Context: an optimization exercise on an open-source flow, tuned for small area and a short achievable clock period. The choices shown serve that exercise and are no tape-out recipe.
The RTL was checked by simulation tests, not by an equivalence proof against the original design.
No activity file was given, so power comes from the tool's default toggle rates.

## resa_subarray
module resa_subarray (
    input  wire         clk,
    input  wire         rst,
    input  wire [1:0]   dataflow_sel,
    input  wire         stationary_sel,
    input  wire [63:0]  array_ifmap_in,
    input  wire [63:0]  array_weight_in,
    input  wire [127:0] array_psum_in_v,
    input  wire [127:0] array_psum_in_h,
    output wire [63:0]  array_ifmap_out,
    output wire [63:0]  array_weight_out,
    output wire [127:0] array_psum_out_v,
    output wire [127:0] array_psum_out_h
);
Size: ~9100 cells after synthesis, ~770 I/O pins, about 0.092 mm^2 of cells after synthesis.
clock: 10.0 ns
lec_check: 0
cap_margin: 20
core_margin: 2
core_utilization: 60
cts_buf_list: sky130_fd_sc_hd__clkbuf_8
cts_cluster_size: 24
place_density: 0.68
setup_slack_margin: 5.0
slew_margin: 20
run.sh (not shown) runs the stock make flow with config.mk's settings and CLKGATE_MAP_FILE= SYNTH_SCRIPT=/design/flow/synth_recipe.tcl, a recipe that flattens the netlist after the stock synthesis.
==> next run, changes <==
Settings changed: CTS_BUF_LIST sky130_fd_sc_hd__clkbuf_8 to not set, CTS_CLUSTER_SIZE 24 to not set.
Wire length came out lower by about 1.5%.
Cell count went down by about 1.6%.
Sequential cell count stays the same.
Register-to-register slack gets better by 0.02 ns.

resa_subarray, a different RTL version from the one above (not shown whole).
Size in the first run: about 8,500 cells after synthesis, roughly 1,600 flip-flops, roughly 89,000 um^2 of cells after synthesis.
Settings: LEC_CHECK=0, CAP_MARGIN=20, CORE_MARGIN=2, CORE_UTILIZATION=65, PLACE_DENSITY=0.7, SLEW_MARGIN=20, SYNTH_HIERARCHICAL=1; clock period 10.0 ns.
standard.sh (not shown) runs the stock make flow with config.mk's settings and CLKGATE_MAP_FILE= SYNTH_SCRIPT=/design/flow/synth_recipe.tcl, a recipe that flattens the netlist after the stock synthesis.
==> flow/flow/run.sh <==
#!/bin/bash
# The standard layout, with changes made through ORFS's own variables only:
# clock tree synthesis without dummy loads and with larger sink clusters, port buffers of cell buf_1, and
# timing repair aiming at a 5.15 ns setup margin. Each tool's output is kept
# in the ORFS logs under orfs/logs; make's own output goes to
# make_finish.log here.
set -euo pipefail
export CTS_ARGS="-sink_clustering_enable -repair_clock_nets -dont_use_dummy_load -sink_clustering_size 20 -sink_clustering_max_diameter 80"
export BUFFER_PORTS_ARGS="-buffer_cell sky130_fd_sc_hd__buf_1"
export SETUP_SLACK_MARGIN=5.15
bash standard.sh finish > make_finish.log 2>&1
The baseline finished clean.
Next try:
--- a/flow/flow/run.sh
+++ b/flow/flow/run.sh
@@ -3,3 +3,3 @@
 # clock tree synthesis without dummy loads and with larger sink clusters, port buffers of cell buf_1, and
-# timing repair aiming at a 5.15 ns setup margin. Each tool's output is kept
+# timing repair aiming at a 5.0 ns setup margin. Each tool's output is kept
 # in the ORFS logs under orfs/logs; make's own output goes to
@@ -9,3 +9,3 @@
 export BUFFER_PORTS_ARGS="-buffer_cell sky130_fd_sc_hd__buf_1"
-export SETUP_SLACK_MARGIN=5.15
+export SETUP_SLACK_MARGIN=5.0
 bash standard.sh finish > make_finish.log 2>&1
Settings changed: CORE_UTILIZATION 65 to 70, PLACE_DENSITY 0.7 to 0.74.
Outcome: Area after synthesis stays the same. Die area is lower by 7.1%. Sequential power stays flat. Fmax is lower by 1.7%.
Next try:
Settings changed: CORE_UTILIZATION 70 to 65, PLACE_DENSITY 0.74 to 0.7.
Wire length came out lower by 1.4%.
Setup slack gets better by 0.036 ns.
Die area went up by 7.6%.
Hold slack loses 0.0096 ns.
Total power stays flat.
Critical path depth goes up by 3.
Final cell count rose by 1.2%.
Non-clock buffer count is higher by 3.
Design area is about the same.
Sequential power hardly moves.
Clock-buffer cell count goes down by 2.
Next try:
--- a/flow/flow/run.sh
+++ b/flow/flow/run.sh
@@ -3,3 +3,3 @@
 # clock tree synthesis without dummy loads and with larger sink clusters, port buffers of cell buf_1, and
-# timing repair aiming at a 5.0 ns setup margin. Each tool's output is kept
+# timing repair aiming at a 5.25 ns setup margin. Each tool's output is kept
 # in the ORFS logs under orfs/logs; make's own output goes to
@@ -9,3 +9,3 @@
 export BUFFER_PORTS_ARGS="-buffer_cell sky130_fd_sc_hd__buf_1"
-export SETUP_SLACK_MARGIN=5.0
+export SETUP_SLACK_MARGIN=5.25
 bash standard.sh finish > make_finish.log 2>&1
=>
- worst hold slack improves by 0.025 ns
- final area came out higher by 3.1%
- routed wire length came out higher by 6.8%
- count of clock-buffer cells in the layout came out higher by 2
- clock power came out higher by about 2%
- combinational power came out higher by 4.3%
- global-route usage came out higher by 0.70 points
- via count came out higher by 2.3%
- utilization came out higher by 2.2 points
- sequential share of layout area came out lower by 0.88 points
- area after synthesis does not change

==> separate check: timing with driven ports <==
Ports are ideal in the flow. The routed layouts listed here were re-timed in OpenROAD. Step 1: set_driving_cell puts a clkbuf_16 on clk and a buf_2 on each other input, an assumption about the parent block. Step 2 moves the port delays by t, midway between the first and last clock arrival at a register: inputs arrive t later, outputs are due t later. That takes back most of the time a late clock gives input paths. Slacks: ideal ports / drivers / drivers and shift; pairs: ideal ports / drivers.
| run | shift t [ns] | setup WS [ns] | worst setup path at the end |
|---|---|---|---|
| the first run of note 1 | 1.024 | 4.484 / 4.404 / 4.211 | input to register |
| the second run of note 1 | 0.873 | 4.666 / 4.592 / 4.227 | input to register |
| the first run of note 2 | 0.789 | 5.164 / 5.096 / 4.534 | input to register |
| the second run of note 2 | 0.774 | 5.082 / 5.017 / 4.364 | input to register |
| the third run of note 2 | 0.781 | 5.118 / 5.051 / 4.379 | input to register |
| the fourth run of note 2 | 0.789 | 5.183 / 5.114 / 4.565 | input to register |
After both steps setup and hold are still met in every run listed. For the third run of note 2, which loses most, drivers alone change the setup slack by -0.067 ns; drivers and shift together by -0.739 ns.
